What follows belongs to an exercise in optimizing a design on an open flow for small area; a production flow would make more cautious choices.
Only simulation tests tie the RTL to the original design; equivalence was not proved.

## top_module
module top_module(
	input CLOCK,
	input reset,
	input PS2Clk,
	input PS2Data,
	input [15:1] SW,
	input PB1,PB2,
	output [6:0] seg,
	output [3:0] an,
	output [3:0] JA,
	output LED
    );
Size: roughly 1700 cells after synthesis, roughly 0.012 mm² of cells after synthesis.
Settings: LEC_CHECK=0, CAP_MARGIN=20, CORE_MARGIN=2, CORE_UTILIZATION=55, GPL_TIMING_DRIVEN=0, SLEW_MARGIN=20; clock period 44.0 ns.
standard.sh (not shown) runs the stock make flow with config.mk's settings and CLKGATE_MAP_FILE= SYNTH_SCRIPT=/design/flow/synth_recipe.tcl, a recipe that flattens the netlist after the stock synthesis.
==> flow/flow/run.sh <==
#!/bin/bash
# Own layout flow: the standard synthesis (registers and their names
# unchanged), then the combinational logic between the registers
# re-optimised for area by ABC, then the standard layout from floorplan
# to finish.  Each tool writes its full output to a log of its own here.
set -euo pipefail
W=$(pwd)
F=$W/flow
R=$W/orfs/results/${FLOW_PLATFORM:-sky130hd}/top_module/base
export REOPT_LIB=$FLOW_HOME/platforms/sky130hd/lib/sky130_fd_sc_hd__tt_025C_1v80.lib
export REOPT_DIR=$W/reopt
mkdir -p "$REOPT_DIR"

# 1. standard synthesis only
bash standard.sh "$R/1_2_yosys.v" > "$W/flow_synth.log" 2>&1
cp "$R/1_2_yosys.v" "$REOPT_DIR/std.v"

# 2. combinational re-optimisation
grep -o -- "-dont_use [A-Za-z0-9_]*" "$W/orfs/logs/${FLOW_PLATFORM:-sky130hd}/top_module/base/1_2_yosys.log" \
    | sort -u | tr '\n' ' ' > "$REOPT_DIR/dont_use.txt" || true
yosys -q -p "read_liberty -ignore_miss_func $REOPT_LIB; write_verilog -noattr $REOPT_DIR/cells_all.v" \
    > "$W/flow_cells.log" 2>&1
python3 "$F/comb_cells.py" "$REOPT_DIR/cells_all.v" "$REOPT_DIR/cells_comb.v" > "$W/flow_comb_cells.log" 2>&1
export REOPT_IN=$REOPT_DIR/std.v
# four ABC runs with different seeds side by side; the smallest is kept
for seed in 1 2 3 4; do
    sed "s/&deepsyn -T 60/\&deepsyn -T 150 -S $seed/" "$F/area.abc" > "$REOPT_DIR/area_$seed.abc"
    REOPT_SCRIPT=$REOPT_DIR/area_$seed.abc REOPT_OUT=$REOPT_DIR/reopt_$seed.v REOPT_TAG=_$seed \
        yosys -c "$F/reopt.tcl" > "$W/flow_reopt_$seed.log" 2>&1 &
done
wait
best=$(for seed in 1 2 3 4; do
    a=$(sed -n "s/.*Chip area for module .*: //p" "$REOPT_DIR/stat_after_$seed.txt" 2>/dev/null)
    [ -n "$a" ] && [ -s "$REOPT_DIR/reopt_$seed.v" ] && echo "$a $seed"
done | sort -g | head -n 1 | cut -d' ' -f2)
echo "kept ABC run $best" > "$W/flow_reopt_pick.log"
cp "$REOPT_DIR/reopt_$best.v" "$R/1_2_yosys.v"

# 3. standard layout from the re-optimised netlist, with small port
#    buffers and a clock tree of small buffers
export BUFFER_PORTS_ARGS="-buffer_cell sky130_fd_sc_hd__buf_1"
export CTS_ARGS="-sink_clustering_enable -repair_clock_nets -buf_list sky130_fd_sc_hd__clkbuf_8 -root_buf sky130_fd_sc_hd__clkbuf_16 -sink_clustering_size 16 -dont_use_dummy_load"
bash standard.sh > "$W/flow_layout.log" 2>&1
==> flow/flow/reopt.tcl <==
# Re-optimise the combinational logic of the standard netlist for area.
# Registers (and every other non-combinational cell) stay as they are.
yosys -import
set lib $::env(REOPT_LIB)
set du [string trim [read [open $::env(REOPT_DIR)/dont_use.txt]]]
read_liberty -lib $lib
read_verilog $::env(REOPT_IN)
hierarchy -check -top top_module
tee -o $::env(REOPT_DIR)/stat_before$::env(REOPT_TAG).txt stat -liberty $lib
techmap -map $::env(REOPT_DIR)/cells_comb.v
techmap
opt -purge
# hide the names techmap gave the cells' internal nets, so that ports keep
# their own nets and need no extra buffers
yosys rename -hide w:*.*
eval abc -script $::env(REOPT_SCRIPT) -liberty $lib $du
opt_clean -purge
hilomap -singleton -hicell sky130_fd_sc_hd__conb_1 HI -locell sky130_fd_sc_hd__conb_1 LO
insbuf -buf sky130_fd_sc_hd__buf_4 A X
splitnets
opt_clean -purge
check -assert
tee -o $::env(REOPT_DIR)/stat_after$::env(REOPT_TAG).txt stat -liberty $lib
write_verilog -noattr -nohex -nodec $::env(REOPT_OUT)
Other scripts of this flow, unchanged in this note and not shown: flow/flow/area.abc, flow/flow/comb_cells.py
Then changed:
--- a/flow/flow/run.sh
+++ b/flow/flow/run.sh
@@ -25,13 +25,4 @@
-# four ABC runs with different seeds side by side; the smallest is kept
-for seed in 1 2 3 4; do
-    sed "s/&deepsyn -T 60/\&deepsyn -T 150 -S $seed/" "$F/area.abc" > "$REOPT_DIR/area_$seed.abc"
-    REOPT_SCRIPT=$REOPT_DIR/area_$seed.abc REOPT_OUT=$REOPT_DIR/reopt_$seed.v REOPT_TAG=_$seed \
-        yosys -c "$F/reopt.tcl" > "$W/flow_reopt_$seed.log" 2>&1 &
-done
-wait
-best=$(for seed in 1 2 3 4; do
-    a=$(sed -n "s/.*Chip area for module .*: //p" "$REOPT_DIR/stat_after_$seed.txt" 2>/dev/null)
-    [ -n "$a" ] && [ -s "$REOPT_DIR/reopt_$seed.v" ] && echo "$a $seed"
-done | sort -g | head -n 1 | cut -d' ' -f2)
-echo "kept ABC run $best" > "$W/flow_reopt_pick.log"
-cp "$REOPT_DIR/reopt_$best.v" "$R/1_2_yosys.v"
+export REOPT_OUT=$REOPT_DIR/reopt.v
+export REOPT_SCRIPT=$F/area.abc
+yosys -c "$F/reopt.tcl" > "$W/flow_reopt.log" 2>&1
+cp "$REOPT_OUT" "$R/1_2_yosys.v"
--- a/flow/flow/reopt.tcl
+++ b/flow/flow/reopt.tcl
@@ -9 +9 @@
-tee -o $::env(REOPT_DIR)/stat_before$::env(REOPT_TAG).txt stat -liberty $lib
+tee -o $::env(REOPT_DIR)/stat_before.txt stat -liberty $lib
@@ -23 +23 @@
-tee -o $::env(REOPT_DIR)/stat_after$::env(REOPT_TAG).txt stat -liberty $lib
+tee -o $::env(REOPT_DIR)/stat_after.txt stat -liberty $lib
Settings changed: CORE_UTILIZATION 55 to 40.
What happened:
- clock-buffer cell count is unchanged
- critical path depth is higher by 9
- clock skew is higher by 11 ps
- final cell count is higher by roughly a tenth
Then changed:
--- a/flow/flow/run.sh
+++ b/flow/flow/run.sh
@@ -25,4 +25,13 @@
-export REOPT_OUT=$REOPT_DIR/reopt.v
-export REOPT_SCRIPT=$F/area.abc
-yosys -c "$F/reopt.tcl" > "$W/flow_reopt.log" 2>&1
-cp "$REOPT_OUT" "$R/1_2_yosys.v"
+# four ABC runs with different seeds side by side; the smallest is kept
+for seed in 1 2 3 4; do
+    sed "s/&deepsyn -T 60/\&deepsyn -T 150 -S $seed/" "$F/area.abc" > "$REOPT_DIR/area_$seed.abc"
+    REOPT_SCRIPT=$REOPT_DIR/area_$seed.abc REOPT_OUT=$REOPT_DIR/reopt_$seed.v REOPT_TAG=_$seed \
+        yosys -c "$F/reopt.tcl" > "$W/flow_reopt_$seed.log" 2>&1 &
+done
+wait
+best=$(for seed in 1 2 3 4; do
+    a=$(sed -n "s/.*Chip area for module .*: //p" "$REOPT_DIR/stat_after_$seed.txt" 2>/dev/null)
+    [ -n "$a" ] && [ -s "$REOPT_DIR/reopt_$seed.v" ] && echo "$a $seed"
+done | sort -g | head -n 1 | cut -d' ' -f2)
+echo "kept ABC run $best" > "$W/flow_reopt_pick.log"
+cp "$REOPT_DIR/reopt_$best.v" "$R/1_2_yosys.v"
--- a/flow/flow/reopt.tcl
+++ b/flow/flow/reopt.tcl
@@ -9 +9 @@
-tee -o $::env(REOPT_DIR)/stat_before.txt stat -liberty $lib
+tee -o $::env(REOPT_DIR)/stat_before$::env(REOPT_TAG).txt stat -liberty $lib
@@ -23 +23 @@
-tee -o $::env(REOPT_DIR)/stat_after.txt stat -liberty $lib
+tee -o $::env(REOPT_DIR)/stat_after$::env(REOPT_TAG).txt stat -liberty $lib
Settings changed: CAP_MARGIN 20 to 5, CORE_UTILIZATION 40 to 55, SETUP_SLACK_MARGIN set to -2, SLEW_MARGIN 20 to 5.
The new run completed with no timing, DRC or antenna violations.
Worst hold slack gains 11 ps.
Sequential share of layout area came out higher by 0.79 points.
Wire length decreases by 4.6%.
Cell area fell by 3.2%.
Die area falls by 28%.
Setup slack gets worse by 1800 ps.
Global-route usage rose by 6.0 points.
Final cell count fell by 8.5%.
Then changed:
--- a/flow/flow/run.sh
+++ b/flow/flow/run.sh
@@ -25,13 +25,4 @@
-# four ABC runs with different seeds side by side; the smallest is kept
-for seed in 1 2 3 4; do
-    sed "s/&deepsyn -T 60/\&deepsyn -T 150 -S $seed/" "$F/area.abc" > "$REOPT_DIR/area_$seed.abc"
-    REOPT_SCRIPT=$REOPT_DIR/area_$seed.abc REOPT_OUT=$REOPT_DIR/reopt_$seed.v REOPT_TAG=_$seed \
-        yosys -c "$F/reopt.tcl" > "$W/flow_reopt_$seed.log" 2>&1 &
-done
-wait
-best=$(for seed in 1 2 3 4; do
-    a=$(sed -n "s/.*Chip area for module .*: //p" "$REOPT_DIR/stat_after_$seed.txt" 2>/dev/null)
-    [ -n "$a" ] && [ -s "$REOPT_DIR/reopt_$seed.v" ] && echo "$a $seed"
-done | sort -g | head -n 1 | cut -d' ' -f2)
-echo "kept ABC run $best" > "$W/flow_reopt_pick.log"
-cp "$REOPT_DIR/reopt_$best.v" "$R/1_2_yosys.v"
+export REOPT_OUT=$REOPT_DIR/reopt.v
+export REOPT_SCRIPT=$F/area.abc
+yosys -c "$F/reopt.tcl" > "$W/flow_reopt.log" 2>&1
+cp "$REOPT_OUT" "$R/1_2_yosys.v"
@@ -42 +33 @@
-export CTS_ARGS="-sink_clustering_enable -repair_clock_nets -buf_list sky130_fd_sc_hd__clkbuf_8 -root_buf sky130_fd_sc_hd__clkbuf_16 -sink_clustering_size 16 -dont_use_dummy_load"
+export CTS_ARGS="-sink_clustering_enable -repair_clock_nets -buf_list sky130_fd_sc_hd__clkbuf_8 -root_buf sky130_fd_sc_hd__clkbuf_16 -sink_clustering_size 8 -sink_clustering_max_diameter 30 -dont_use_dummy_load"
--- a/flow/flow/reopt.tcl
+++ b/flow/flow/reopt.tcl
@@ -9 +9 @@
-tee -o $::env(REOPT_DIR)/stat_before$::env(REOPT_TAG).txt stat -liberty $lib
+tee -o $::env(REOPT_DIR)/stat_before.txt stat -liberty $lib
@@ -23 +23 @@
-tee -o $::env(REOPT_DIR)/stat_after$::env(REOPT_TAG).txt stat -liberty $lib
+tee -o $::env(REOPT_DIR)/stat_after.txt stat -liberty $lib
Settings changed: CAP_MARGIN 5 to 20, CORE_UTILIZATION 55 to 40, SETUP_SLACK_MARGIN -2 to unset, SLEW_MARGIN 5 to 20.
Outcome: Global-route usage drops by 6.0 points; count of clock-buffer cells in the layout stays the same; via count climbs by a few percent; hold slack gets worse by 11 ps; die area climbs by well over a third; final area climbs by a few percent; synthesized area climbs slightly.
Then changed:
--- a/flow/flow/run.sh
+++ b/flow/flow/run.sh
@@ -25,4 +25,13 @@
-export REOPT_OUT=$REOPT_DIR/reopt.v
-export REOPT_SCRIPT=$F/area.abc
-yosys -c "$F/reopt.tcl" > "$W/flow_reopt.log" 2>&1
-cp "$REOPT_OUT" "$R/1_2_yosys.v"
+# four ABC runs with different seeds side by side; the smallest is kept
+for seed in 4; do
+    sed "s/&deepsyn -T 60/\&deepsyn -T 150 -S $seed/" "$F/area.abc" > "$REOPT_DIR/area_$seed.abc"
+    REOPT_SCRIPT=$REOPT_DIR/area_$seed.abc REOPT_OUT=$REOPT_DIR/reopt_$seed.v REOPT_TAG=_$seed \
+        yosys -c "$F/reopt.tcl" > "$W/flow_reopt_$seed.log" 2>&1 &
+done
+wait
+best=$(for seed in 4; do
+    a=$(sed -n "s/.*Chip area for module .*: //p" "$REOPT_DIR/stat_after_$seed.txt" 2>/dev/null)
+    [ -n "$a" ] && [ -s "$REOPT_DIR/reopt_$seed.v" ] && echo "$a $seed"
+done | sort -g | head -n 1 | cut -d' ' -f2)
+echo "kept ABC run $best" > "$W/flow_reopt_pick.log"
+cp "$REOPT_DIR/reopt_$best.v" "$R/1_2_yosys.v"
@@ -33 +42 @@
-export CTS_ARGS="-sink_clustering_enable -repair_clock_nets -buf_list sky130_fd_sc_hd__clkbuf_8 -root_buf sky130_fd_sc_hd__clkbuf_16 -sink_clustering_size 8 -sink_clustering_max_diameter 30 -dont_use_dummy_load"
+export CTS_ARGS="-sink_clustering_enable -repair_clock_nets -buf_list sky130_fd_sc_hd__clkbuf_8 -root_buf sky130_fd_sc_hd__clkbuf_16 -sink_clustering_size 16 -dont_use_dummy_load"
--- a/flow/flow/reopt.tcl
+++ b/flow/flow/reopt.tcl
@@ -9 +9 @@
-tee -o $::env(REOPT_DIR)/stat_before.txt stat -liberty $lib
+tee -o $::env(REOPT_DIR)/stat_before$::env(REOPT_TAG).txt stat -liberty $lib
@@ -23 +23 @@
-tee -o $::env(REOPT_DIR)/stat_after.txt stat -liberty $lib
+tee -o $::env(REOPT_DIR)/stat_after$::env(REOPT_TAG).txt stat -liberty $lib
Settings changed: CAP_MARGIN 20 to 5, CORE_UTILIZATION 40 to 65, SETUP_SLACK_MARGIN set to -2, SLEW_MARGIN 20 to 5.
The changed run completed without violations.
Cell count goes down by 11%.
Worst setup slack degrades by 2200 ps.
Global-route usage goes up by 10 points.
Clock skew goes down by 6.9 ps.
Final area goes down by 3.7%.
Synthesized cell count goes down by 3.5%.
First-iteration DRC count goes down by 8.0%.
Routed wire length goes down by 5.4%.
Clock-buffer cell count is unchanged.

port drivers added, routing unchanged:
In the flow no input, the clock included, has a driving cell. The finished layouts below were timed again as built, in two steps.
Step 1: set_driving_cell puts a clkbuf_16 on CLOCK and a buf_2 on each other input, an assumption about the parent block.
Step 2 moves the port delays by t, midway between the first and last clock arrival at a register: inputs arrive t later, outputs are due t later. That takes back most of the time a late clock gives input paths.
a / b / c = no drivers / after step 1 / after step 2; a / b = the first two.
| run | t, ns | setup slack, ns | worst setup path after step 2 | pins driven straight from the clock port |
|---|---|---|---|---|
| the first run | 0.417 | 4.304 / 4.304 / 4.304 | register to register | 1 |
| the second run | 0.423 | 4.398 / 4.398 / 4.398 | register to register | 1 |
| the third run | 0.418 | 2.551 / 2.551 / 2.551 | register to register | 1 |
| the fourth run | 0.423 | 4.398 / 4.398 / 4.398 | register to register | 1 |
| the fifth run | 0.420 | 2.212 / 2.212 / 2.212 | register to register | 1 |
After both steps every run listed still meets setup and hold.
